Source: an optimization exercise on an open RTL-to-GDS flow (aim: small area). Production flows keep margins and buffers that such runs may drop. Function not checked in this run: the RTL went through the layout flow alone.

==> design/flow/design.v <==
`timescale 1ns / 1ps
module cas32 (
    input  [31:0] a, b,
    output [31:0] lo, hi
);
wire [31:0] ka = {a[30:0], a[31]};
wire [31:0] kb = {b[30:0], b[31]};
wire [31:0] g0 = ka & ~kb;
wire [31:0] p0 = ka | ~kb;
wire [15:0] g1, p1; wire [7:0] g2, p2; wire [3:0] g3, p3; wire [1:0] g4, p4;
genvar i;
for (i = 0; i < 16; i = i + 1) begin : l1
    assign g1[i] = g0[2*i+1] | p0[2*i+1] & g0[2*i];
    assign p1[i] = p0[2*i+1] & p0[2*i];
end
for (i = 0; i < 8; i = i + 1) begin : l2
    assign g2[i] = g1[2*i+1] | p1[2*i+1] & g1[2*i];
    assign p2[i] = p1[2*i+1] & p1[2*i];
end
for (i = 0; i < 4; i = i + 1) begin : l3
    assign g3[i] = g2[2*i+1] | p2[2*i+1] & g2[2*i];
    assign p3[i] = p2[2*i+1] & p2[2*i];
end
for (i = 0; i < 2; i = i + 1) begin : l4
    assign g4[i] = g3[2*i+1] | p3[2*i+1] & g3[2*i];
    assign p4[i] = p3[2*i+1] & p3[2*i];
end
wire sw = g4[1] | p4[1] & g4[0];
assign lo = sw ? b : a;
assign hi = sw ? a : b;
endmodule
`timescale 1ns / 1ps
module sort16_top (
    input          clk,
    input          rst,
    input          i_valid,
    input  [511:0] x,
    output [511:0] y,
    output         o_valid
);
reg [3:0] vld;
always @(posedge clk or negedge rst)
    if (!rst) vld <= 0;
    else vld <= {vld[2:0], i_valid};
assign o_valid = vld[3];
wire [31:0] c1_0_1_lo, c1_0_1_hi;
cas32 c1_0_1 (.a(x[31:0]), .b(x[63:32]), .lo(c1_0_1_lo), .hi(c1_0_1_hi));
wire [31:0] c1_2_3_lo, c1_2_3_hi;
cas32 c1_2_3 (.a(x[95:64]), .b(x[127:96]), .lo(c1_2_3_lo), .hi(c1_2_3_hi));
wire [31:0] c1_4_5_lo, c1_4_5_hi;
cas32 c1_4_5 (.a(x[159:128]), .b(x[191:160]), .lo(c1_4_5_lo), .hi(c1_4_5_hi));
wire [31:0] c1_6_7_lo, c1_6_7_hi;
cas32 c1_6_7 (.a(x[223:192]), .b(x[255:224]), .lo(c1_6_7_lo), .hi(c1_6_7_hi));
wire [31:0] c1_8_9_lo, c1_8_9_hi;
cas32 c1_8_9 (.a(x[287:256]), .b(x[319:288]), .lo(c1_8_9_lo), .hi(c1_8_9_hi));
wire [31:0] c1_10_11_lo, c1_10_11_hi;
cas32 c1_10_11 (.a(x[351:320]), .b(x[383:352]), .lo(c1_10_11_lo), .hi(c1_10_11_hi));
wire [31:0] c1_12_13_lo, c1_12_13_hi;
cas32 c1_12_13 (.a(x[415:384]), .b(x[447:416]), .lo(c1_12_13_lo), .hi(c1_12_13_hi));
wire [31:0] c1_14_15_lo, c1_14_15_hi;
cas32 c1_14_15 (.a(x[479:448]), .b(x[511:480]), .lo(c1_14_15_lo), .hi(c1_14_15_hi));
wire [31:0] c2_0_2_lo, c2_0_2_hi;
cas32 c2_0_2 (.a(c1_0_1_lo), .b(c1_2_3_lo), .lo(c2_0_2_lo), .hi(c2_0_2_hi));
wire [31:0] c2_1_3_lo, c2_1_3_hi;
cas32 c2_1_3 (.a(c1_0_1_hi), .b(c1_2_3_hi), .lo(c2_1_3_lo), .hi(c2_1_3_hi));
wire [31:0] c2_4_6_lo, c2_4_6_hi;
cas32 c2_4_6 (.a(c1_4_5_lo), .b(c1_6_7_lo), .lo(c2_4_6_lo), .hi(c2_4_6_hi));
wire [31:0] c2_5_7_lo, c2_5_7_hi;
cas32 c2_5_7 (.a(c1_4_5_hi), .b(c1_6_7_hi), .lo(c2_5_7_lo), .hi(c2_5_7_hi));
wire [31:0] c2_8_10_lo, c2_8_10_hi;
cas32 c2_8_10 (.a(c1_8_9_lo), .b(c1_10_11_lo), .lo(c2_8_10_lo), .hi(c2_8_10_hi));
wire [31:0] c2_9_11_lo, c2_9_11_hi;
cas32 c2_9_11 (.a(c1_8_9_hi), .b(c1_10_11_hi), .lo(c2_9_11_lo), .hi(c2_9_11_hi));
wire [31:0] c2_12_14_lo, c2_12_14_hi;
cas32 c2_12_14 (.a(c1_12_13_lo), .b(c1_14_15_lo), .lo(c2_12_14_lo), .hi(c2_12_14_hi));
wire [31:0] c2_13_15_lo, c2_13_15_hi;
cas32 c2_13_15 (.a(c1_12_13_hi), .b(c1_14_15_hi), .lo(c2_13_15_lo), .hi(c2_13_15_hi));
reg [31:0] r2_0, r2_1, r2_2, r2_3, r2_4, r2_5, r2_6, r2_7, r2_8, r2_9, r2_10, r2_11, r2_12, r2_13, r2_14, r2_15;
always @(posedge clk) begin
    r2_0 <= c2_0_2_lo;
    r2_1 <= c2_1_3_lo;
    r2_2 <= c2_0_2_hi;
    r2_3 <= c2_1_3_hi;
    r2_4 <= c2_4_6_lo;
    r2_5 <= c2_5_7_lo;
    r2_6 <= c2_4_6_hi;
    r2_7 <= c2_5_7_hi;
    r2_8 <= c2_8_10_lo;
    r2_9 <= c2_9_11_lo;
    r2_10 <= c2_8_10_hi;
    r2_11 <= c2_9_11_hi;
    r2_12 <= c2_12_14_lo;
    r2_13 <= c2_13_15_lo;
    r2_14 <= c2_12_14_hi;
    r2_15 <= c2_13_15_hi;
end
wire [31:0] c3_0_4_lo, c3_0_4_hi;
cas32 c3_0_4 (.a(r2_0), .b(r2_4), .lo(c3_0_4_lo), .hi(c3_0_4_hi));
wire [31:0] c3_1_5_lo, c3_1_5_hi;
cas32 c3_1_5 (.a(r2_1), .b(r2_5), .lo(c3_1_5_lo), .hi(c3_1_5_hi));
wire [31:0] c3_2_6_lo, c3_2_6_hi;
cas32 c3_2_6 (.a(r2_2), .b(r2_6), .lo(c3_2_6_lo), .hi(c3_2_6_hi));
wire [31:0] c3_3_7_lo, c3_3_7_hi;
cas32 c3_3_7 (.a(r2_3), .b(r2_7), .lo(c3_3_7_lo), .hi(c3_3_7_hi));
wire [31:0] c3_8_12_lo, c3_8_12_hi;
cas32 c3_8_12 (.a(r2_8), .b(r2_12), .lo(c3_8_12_lo), .hi(c3_8_12_hi));
wire [31:0] c3_9_13_lo, c3_9_13_hi;
cas32 c3_9_13 (.a(r2_9), .b(r2_13), .lo(c3_9_13_lo), .hi(c3_9_13_hi));
wire [31:0] c3_10_14_lo, c3_10_14_hi;
cas32 c3_10_14 (.a(r2_10), .b(r2_14), .lo(c3_10_14_lo), .hi(c3_10_14_hi));
wire [31:0] c3_11_15_lo, c3_11_15_hi;
cas32 c3_11_15 (.a(r2_11), .b(r2_15), .lo(c3_11_15_lo), .hi(c3_11_15_hi));
wire [31:0] c4_0_8_lo, c4_0_8_hi;
cas32 c4_0_8 (.a(c3_0_4_lo), .b(c3_8_12_lo), .lo(c4_0_8_lo), .hi(c4_0_8_hi));
wire [31:0] c4_1_12_lo, c4_1_12_hi;
cas32 c4_1_12 (.a(c3_1_5_lo), .b(c3_8_12_hi), .lo(c4_1_12_lo), .hi(c4_1_12_hi));
wire [31:0] c4_2_10_lo, c4_2_10_hi;
cas32 c4_2_10 (.a(c3_2_6_lo), .b(c3_10_14_lo), .lo(c4_2_10_lo), .hi(c4_2_10_hi));
wire [31:0] c4_3_14_lo, c4_3_14_hi;
cas32 c4_3_14 (.a(c3_3_7_lo), .b(c3_10_14_hi), .lo(c4_3_14_lo), .hi(c4_3_14_hi));
wire [31:0] c4_4_9_lo, c4_4_9_hi;
cas32 c4_4_9 (.a(c3_0_4_hi), .b(c3_9_13_lo), .lo(c4_4_9_lo), .hi(c4_4_9_hi));
wire [31:0] c4_5_13_lo, c4_5_13_hi;
cas32 c4_5_13 (.a(c3_1_5_hi), .b(c3_9_13_hi), .lo(c4_5_13_lo), .hi(c4_5_13_hi));
wire [31:0] c4_6_11_lo, c4_6_11_hi;
cas32 c4_6_11 (.a(c3_2_6_hi), .b(c3_11_15_lo), .lo(c4_6_11_lo), .hi(c4_6_11_hi));
wire [31:0] c4_7_15_lo, c4_7_15_hi;
cas32 c4_7_15 (.a(c3_3_7_hi), .b(c3_11_15_hi), .lo(c4_7_15_lo), .hi(c4_7_15_hi));
reg [31:0] r4_0, r4_1, r4_2, r4_3, r4_4, r4_5, r4_6, r4_7, r4_8, r4_9, r4_10, r4_11, r4_12, r4_13, r4_14, r4_15;
always @(posedge clk) begin
    r4_0 <= c4_0_8_lo;
    r4_1 <= c4_1_12_lo;
    r4_2 <= c4_2_10_lo;
    r4_3 <= c4_3_14_lo;
    r4_4 <= c4_4_9_lo;
    r4_5 <= c4_5_13_lo;
    r4_6 <= c4_6_11_lo;
    r4_7 <= c4_7_15_lo;
    r4_8 <= c4_0_8_hi;
    r4_9 <= c4_4_9_hi;
    r4_10 <= c4_2_10_hi;
    r4_11 <= c4_6_11_hi;
    r4_12 <= c4_1_12_hi;
    r4_13 <= c4_5_13_hi;
    r4_14 <= c4_3_14_hi;
    r4_15 <= c4_7_15_hi;
end
wire [31:0] c5_1_8_lo, c5_1_8_hi;
cas32 c5_1_8 (.a(r4_1), .b(r4_8), .lo(c5_1_8_lo), .hi(c5_1_8_hi));
wire [31:0] c5_2_4_lo, c5_2_4_hi;
cas32 c5_2_4 (.a(r4_2), .b(r4_4), .lo(c5_2_4_lo), .hi(c5_2_4_hi));
wire [31:0] c5_3_12_lo, c5_3_12_hi;
cas32 c5_3_12 (.a(r4_3), .b(r4_12), .lo(c5_3_12_lo), .hi(c5_3_12_hi));
wire [31:0] c5_5_9_lo, c5_5_9_hi;
cas32 c5_5_9 (.a(r4_5), .b(r4_9), .lo(c5_5_9_lo), .hi(c5_5_9_hi));
wire [31:0] c5_6_10_lo, c5_6_10_hi;
cas32 c5_6_10 (.a(r4_6), .b(r4_10), .lo(c5_6_10_lo), .hi(c5_6_10_hi));
wire [31:0] c5_7_14_lo, c5_7_14_hi;
cas32 c5_7_14 (.a(r4_7), .b(r4_14), .lo(c5_7_14_lo), .hi(c5_7_14_hi));
wire [31:0] c5_11_13_lo, c5_11_13_hi;
cas32 c5_11_13 (.a(r4_11), .b(r4_13), .lo(c5_11_13_lo), .hi(c5_11_13_hi));
wire [31:0] c6_3_10_lo, c6_3_10_hi;
cas32 c6_3_10 (.a(c5_3_12_lo), .b(c5_6_10_hi), .lo(c6_3_10_lo), .hi(c6_3_10_hi));
wire [31:0] c6_4_8_lo, c6_4_8_hi;
cas32 c6_4_8 (.a(c5_2_4_hi), .b(c5_1_8_hi), .lo(c6_4_8_lo), .hi(c6_4_8_hi));
wire [31:0] c6_5_12_lo, c6_5_12_hi;
cas32 c6_5_12 (.a(c5_5_9_lo), .b(c5_3_12_hi), .lo(c6_5_12_lo), .hi(c6_5_12_hi));
wire [31:0] c6_6_9_lo, c6_6_9_hi;
cas32 c6_6_9 (.a(c5_6_10_lo), .b(c5_5_9_hi), .lo(c6_6_9_lo), .hi(c6_6_9_hi));
wire [31:0] c6_7_11_lo, c6_7_11_hi;
cas32 c6_7_11 (.a(c5_7_14_lo), .b(c5_11_13_lo), .lo(c6_7_11_lo), .hi(c6_7_11_hi));
reg [31:0] r6_0, r6_1, r6_2, r6_3, r6_4, r6_5, r6_6, r6_7, r6_8, r6_9, r6_10, r6_11, r6_12, r6_13, r6_14, r6_15;
always @(posedge clk) begin
    r6_0 <= r4_0;
    r6_1 <= c5_1_8_lo;
    r6_2 <= c5_2_4_lo;
    r6_3 <= c6_3_10_lo;
    r6_4 <= c6_4_8_lo;
    r6_5 <= c6_5_12_lo;
    r6_6 <= c6_6_9_lo;
    r6_7 <= c6_7_11_lo;
    r6_8 <= c6_4_8_hi;
    r6_9 <= c6_6_9_hi;
    r6_10 <= c6_3_10_hi;
    r6_11 <= c6_7_11_hi;
    r6_12 <= c6_5_12_hi;
    r6_13 <= c5_11_13_hi;
    r6_14 <= c5_7_14_hi;
    r6_15 <= r4_15;
end
wire [31:0] c7_2_4_lo, c7_2_4_hi;
cas32 c7_2_4 (.a(r6_2), .b(r6_4), .lo(c7_2_4_lo), .hi(c7_2_4_hi));
wire [31:0] c7_3_5_lo, c7_3_5_hi;
cas32 c7_3_5 (.a(r6_3), .b(r6_5), .lo(c7_3_5_lo), .hi(c7_3_5_hi));
wire [31:0] c7_6_8_lo, c7_6_8_hi;
cas32 c7_6_8 (.a(r6_6), .b(r6_8), .lo(c7_6_8_lo), .hi(c7_6_8_hi));
wire [31:0] c7_7_9_lo, c7_7_9_hi;
cas32 c7_7_9 (.a(r6_7), .b(r6_9), .lo(c7_7_9_lo), .hi(c7_7_9_hi));
wire [31:0] c7_10_12_lo, c7_10_12_hi;
cas32 c7_10_12 (.a(r6_10), .b(r6_12), .lo(c7_10_12_lo), .hi(c7_10_12_hi));
wire [31:0] c7_11_13_lo, c7_11_13_hi;
cas32 c7_11_13 (.a(r6_11), .b(r6_13), .lo(c7_11_13_lo), .hi(c7_11_13_hi));
wire [31:0] c8_1_4_lo, c8_1_4_hi;
cas32 c8_1_4 (.a(r6_1), .b(c7_2_4_hi), .lo(c8_1_4_lo), .hi(c8_1_4_hi));
wire [31:0] c8_3_6_lo, c8_3_6_hi;
cas32 c8_3_6 (.a(c7_3_5_lo), .b(c7_6_8_lo), .lo(c8_3_6_lo), .hi(c8_3_6_hi));
wire [31:0] c8_5_8_lo, c8_5_8_hi;
cas32 c8_5_8 (.a(c7_3_5_hi), .b(c7_6_8_hi), .lo(c8_5_8_lo), .hi(c8_5_8_hi));
wire [31:0] c8_7_10_lo, c8_7_10_hi;
cas32 c8_7_10 (.a(c7_7_9_lo), .b(c7_10_12_lo), .lo(c8_7_10_lo), .hi(c8_7_10_hi));
wire [31:0] c8_9_12_lo, c8_9_12_hi;
cas32 c8_9_12 (.a(c7_7_9_hi), .b(c7_10_12_hi), .lo(c8_9_12_lo), .hi(c8_9_12_hi));
wire [31:0] c8_11_14_lo, c8_11_14_hi;
cas32 c8_11_14 (.a(c7_11_13_lo), .b(r6_14), .lo(c8_11_14_lo), .hi(c8_11_14_hi));
reg [31:0] r8_0, r8_1, r8_2, r8_3, r8_4, r8_5, r8_6, r8_7, r8_8, r8_9, r8_10, r8_11, r8_12, r8_13, r8_14, r8_15;
always @(posedge clk) begin
    r8_0 <= r6_0;
    r8_1 <= c8_1_4_lo;
    r8_2 <= c7_2_4_lo;
    r8_3 <= c8_3_6_lo;
    r8_4 <= c8_1_4_hi;
    r8_5 <= c8_5_8_lo;
    r8_6 <= c8_3_6_hi;
    r8_7 <= c8_7_10_lo;
    r8_8 <= c8_5_8_hi;
    r8_9 <= c8_9_12_lo;
    r8_10 <= c8_7_10_hi;
    r8_11 <= c8_11_14_lo;
    r8_12 <= c8_9_12_hi;
    r8_13 <= c7_11_13_hi;
    r8_14 <= c8_11_14_hi;
    r8_15 <= r6_15;
end
wire [31:0] c9_1_2_lo, c9_1_2_hi;
cas32 c9_1_2 (.a(r8_1), .b(r8_2), .lo(c9_1_2_lo), .hi(c9_1_2_hi));
wire [31:0] c9_3_4_lo, c9_3_4_hi;
cas32 c9_3_4 (.a(r8_3), .b(r8_4), .lo(c9_3_4_lo), .hi(c9_3_4_hi));
wire [31:0] c9_5_6_lo, c9_5_6_hi;
cas32 c9_5_6 (.a(r8_5), .b(r8_6), .lo(c9_5_6_lo), .hi(c9_5_6_hi));
wire [31:0] c9_7_8_lo, c9_7_8_hi;
cas32 c9_7_8 (.a(r8_7), .b(r8_8), .lo(c9_7_8_lo), .hi(c9_7_8_hi));
wire [31:0] c9_9_10_lo, c9_9_10_hi;
cas32 c9_9_10 (.a(r8_9), .b(r8_10), .lo(c9_9_10_lo), .hi(c9_9_10_hi));
wire [31:0] c9_11_12_lo, c9_11_12_hi;
cas32 c9_11_12 (.a(r8_11), .b(r8_12), .lo(c9_11_12_lo), .hi(c9_11_12_hi));
wire [31:0] c9_13_14_lo, c9_13_14_hi;
cas32 c9_13_14 (.a(r8_13), .b(r8_14), .lo(c9_13_14_lo), .hi(c9_13_14_hi));
assign y = {r8_15, c9_13_14_hi, c9_13_14_lo, c9_11_12_hi, c9_11_12_lo, c9_9_10_hi, c9_9_10_lo, c9_7_8_hi, c9_7_8_lo, c9_5_6_hi, c9_5_6_lo, c9_3_4_hi, c9_3_4_lo, c9_1_2_hi, c9_1_2_lo, r8_0};
endmodule
==> design/flow/flow/run.sh <==
#!/bin/bash
# Standard ORFS layout (the standard.sh), except that ports are buffered with
# the smallest plain buffer instead of a delay cell.
set -euo pipefail
here=$(pwd)
bash standard.sh \
  "BUFFER_PORTS_ARGS=-buffer_cell sky130_fd_sc_hd__buf_1" \
  finish > "$here/standard_flow.log" 2>&1
==> design/flow/standard.sh <==
#!/bin/bash
# synth_recipe.tcl (not shown) runs the flow's synth.tcl, then flattens the netlist and writes it again
# the make line also repeats each setting of config.mk as NAME=value (left out here)
make -C /OpenROAD-flow-scripts/flow DESIGN_CONFIG=/design/flow/config.mk WORK_HOME=/design/flow/orfs CLKGATE_MAP_FILE= SYNTH_SCRIPT=/design/flow/synth_recipe.tcl "${@:-finish}"
==> design/flow/config.mk <==
export PLATFORM = sky130hd
export DESIGN_NAME = sort16_top
export DESIGN_NICKNAME = sort16_top
export VERILOG_FILES = /design/flow/design.v
export SDC_FILE = /design/flow/constraint.sdc
export NUM_CORES = 8
export LEC_CHECK = 0
export ABC_AREA = 1
export CAP_MARGIN = 20
export CORE_MARGIN = 2
export CORE_UTILIZATION = 45
export CTS_BUF_LIST = sky130_fd_sc_hd__clkbuf_8
export SLEW_MARGIN = 20
==> design/flow/constraint.sdc <==
create_clock -name core_clock -period 5.0 [get_ports {clk}]
set_input_delay 1.0000 -clock core_clock [delete_from_list [all_inputs] [get_ports {clk}]]
set_output_delay 1.0000 -clock core_clock [all_outputs]
set_load 0.01 [all_outputs]
==> results.cfg <==
[status]
status = timing/DRC/antenna clean

[floorplan]
die_height_um = 552.4
start_util = 0.4518
io_pins = 1028
die_width_um = 552.4
die_area_mm2 = 0.3051
core_area_mm2 = 0.2995
rows = 201

[sta]
whs_ns = 0.2528
fmax_mhz = 207.1
finalClockSkew_ns = 0.1301
fin_crit_sh = 0.9657
final-hold-violation-count = 0
fin_crit_ns = 4.829
tightest_slew_ns = 1.296
drv_slew = 0
setup_violations = 0
max_slew_margin = 0.1268
setup_slack_ns = 0.1713
finalSetupTns_ns = 0

[yosys]
synth_top_flop_cell = dfxtp_1
synth_warnings = 1
synth-edff-count = 0
syn_area_mm2 = 0.1353
synth_largest_area_cell = dfxtp_1
synth_area_leaders = dfxtp_1 (30%), nand2_1 (28%), nand3_1 (12%)
async_reset_ff_frac = 0.001949
synth.avg_cell_area_um2 = 5.585
synth_nets = 24743
synthDistinctLibCells = 52
ys_seq_elements = 2052
synth_top_area_share = 0.3030
syn_inst = 24228
synth.yosys.seq_area_share = 0.3037

[setup_path]
endpoint_kind = output port
crit_fanout = 21
r2r_cells = 21
r2r-start = r2_14[20]
crit_type = reg2out
cp_slowest_cell = a21oi_2
cp_num_buf_inv = 3
r2r_end = r4_3[8]
crit_chain = inv_1 -> o221ai_1 -> a21oi_1 -> a221oi_1 -> o211ai_1 -> a21oi_2 -> nand2_8 -> buf_4 -> o21ai_0 -> buf_1
critPathTopFamily = compound AO/OA/AOI/OAI gates
critPathRequiredTime_ns = 4.00
critical_path.max_stage_delay_ns = 0.41
start_kind = register
r2r_slack_ns = 0.21
arrival_ns = 3.83

[global_routing]
grtUsageMet3 = 0.07458
grt_pass1_vias = 134480
use_met1 = 0.5380
grt_usage = 0.4231
grt_max_degree = 114
grt_pass1_wl_um = 941300
gr-usage-met2 = 0.6436
grt-ovfl-total = 0
antenna_found_initial = 56
busiest_layer = met2

[layout]
nNetsFinal = 25560
area_growth_pct = 12.18
fin_cells = 29309
drive_gt1_frac = 0.05474
final_area_mm2 = 0.1518
final_cell_mix = nand2_1 (10.20k), inv_1 (3,140), nand3_1 (3,126), dfxtp_1 (2,048), o21ai_0 (1,668)
fillCellCount = 32093
final_common_cell = nand2_1
finish.utilization = 0.5068

[detailed_routing]
routedWlPerCell_um = 23.20
ant_nets = 0
drt-initial-drc-count = 19715
drt_pass1_iterations = 9
via_per_inst = 5.406
vias = 158456
drc = 0
wirelength_um = 680000

[placed_design]
gp_congestion = 1.108
place_area_mm2 = 0.1438
dp_hpwl_um = 574100
place_ws_ns = 0.2132
portBuffers = 1027
placed_cells = 28647

[min_path]
hp-class = in2async

[cts]
htree_levels = 5
clkSinkCount = 2052
cts_buffers = 342
cts-root-buf = clkbuf_8
cts_tree = done
clk_pin_slew_ns = 0.06
clock_latency_ns = 1.12
cts_buffer_depth = 4

[run]
drv_cap = 0
-- how the worst max path moves through the flow --
| stage | start | depth (start not counted) | slack, ns | to |
|---|---|---|---|---|
| global placement | x[57] | 21 | 0.25 | r2_3[26] |
| CTS | r8_11[30] | 13 | 0.009 | y[415] |
| global route | r8_6[22] | 11 | -0.10 | y[161] |
| finish | r8_4[30] | 10 | 0.17 | y[129] |
| floorplan | x[158] | 23 | 1.60 | r2_7[27] |
| detailed placement | x[57] | 21 | 0.21 | r2_3[30] |
-- layer usage --
| metal | up-vias | share of wire |
|---|---|---|
| met1 | 71816 | 0.40 |
| met2 | 7836 | 0.42 |
| met3 | 1447 | 0.090 |
| li1 | 77347 | - |
| met4 | 10 | 0.085 |
| met5 | - | 0.000088 |
-- cells by family (layout without fill, tap and decap cells) --
kind of cell | count (synthesis) | count (layout) | share of synthesized area
and+or+nand+nor | 15094 | 15098 | 0.4529
AOI/OAI and AO/OA | 2838 | 2838 | 0.1131
other | 0 | 30 | 0
buffers and inverters | 4244 | 5333 | 0.1303
DFF | 2052 | 2052 | 0.3037
-- area by class of cell --
cell class | count | area (um2) | share of cell area
antenna | 30 | 75.07 | 0.0004945
clock buffer | 418 | 5753 | 0.03790
clock inverter | 202 | 1893 | 0.01247
inverter | 3130 | 11750 | 0.07740
multi-input combinational | 17936 | 77130 | 0.5081
sequential | 2052 | 41100 | 0.2707
tap | 3958 | 4952 | 0.03262
timing repair buffer | 1583 | 9156 | 0.06032
-- worst register-to-register path, delay by kind of cell (launching register included) --
family                 cells  cell delay [ns]
AO/OA/AOI/OAI              4             1.23
buffers and inverters      3             0.80
AND/OR/NAND/NOR           14             1.81
flip-flops                 1             0.82
-- synthesized netlist by cell type, types with 21 or more instances --
master	n
nand2_2	50
or2_2	48
inv_2	61
a21oi_1	323
a21oi_2	30
o22ai_1	219
clkbuf_1	284
o211ai_1	65
buf_4	171
dfxtp_1	2048
nand2_1	10247
buf_2	600
nor3_1	23
nand4_1	72
a221oi_1	21
nand3b_1	31
buf_6	41
o21ai_1	329
o221ai_1	24
nand3_1	3128
o21ai_0	1702
nor2_1	1453
inv_1	3067
o21a_1	30
a31oi_1	45
-- repair_timing --
action | CTS | global route
resized for setup | 6 | 18
hold endpoints to repair | 5 | 0
setup endpoints to repair | 142 | 207
buffers inserted | 0 | 3
pin swaps | 0 | 5
hold buffers | 2 | 0
gates cloned | 0 | 5

==> port drivers added, routing unchanged <==
No port has a modelled driver above. Below, the same layout with a new extraction and two added sets of constraints. Step 1, drivers: a clkbuf_16 drives clk and a buf_2 each remaining input, both assumed. Step 2 times the ports against the registers' clock, not the clock port: input delays grow and output delays shrink by t, the midpoint of the rising clock arrivals with the driver on. Three values: ideal ports, drivers, drivers and shift; two values: the first two.
t, ns: 1.183
setup slack, ns: 0.171 / 0.050 / 0.069
worst hold slack (ns): 0.253 / 0.159 / 0.265
After both steps setup and hold are still met in this run. For this run, drivers alone change the setup slack by -0.121 ns; drivers and shift together by -0.102 ns.
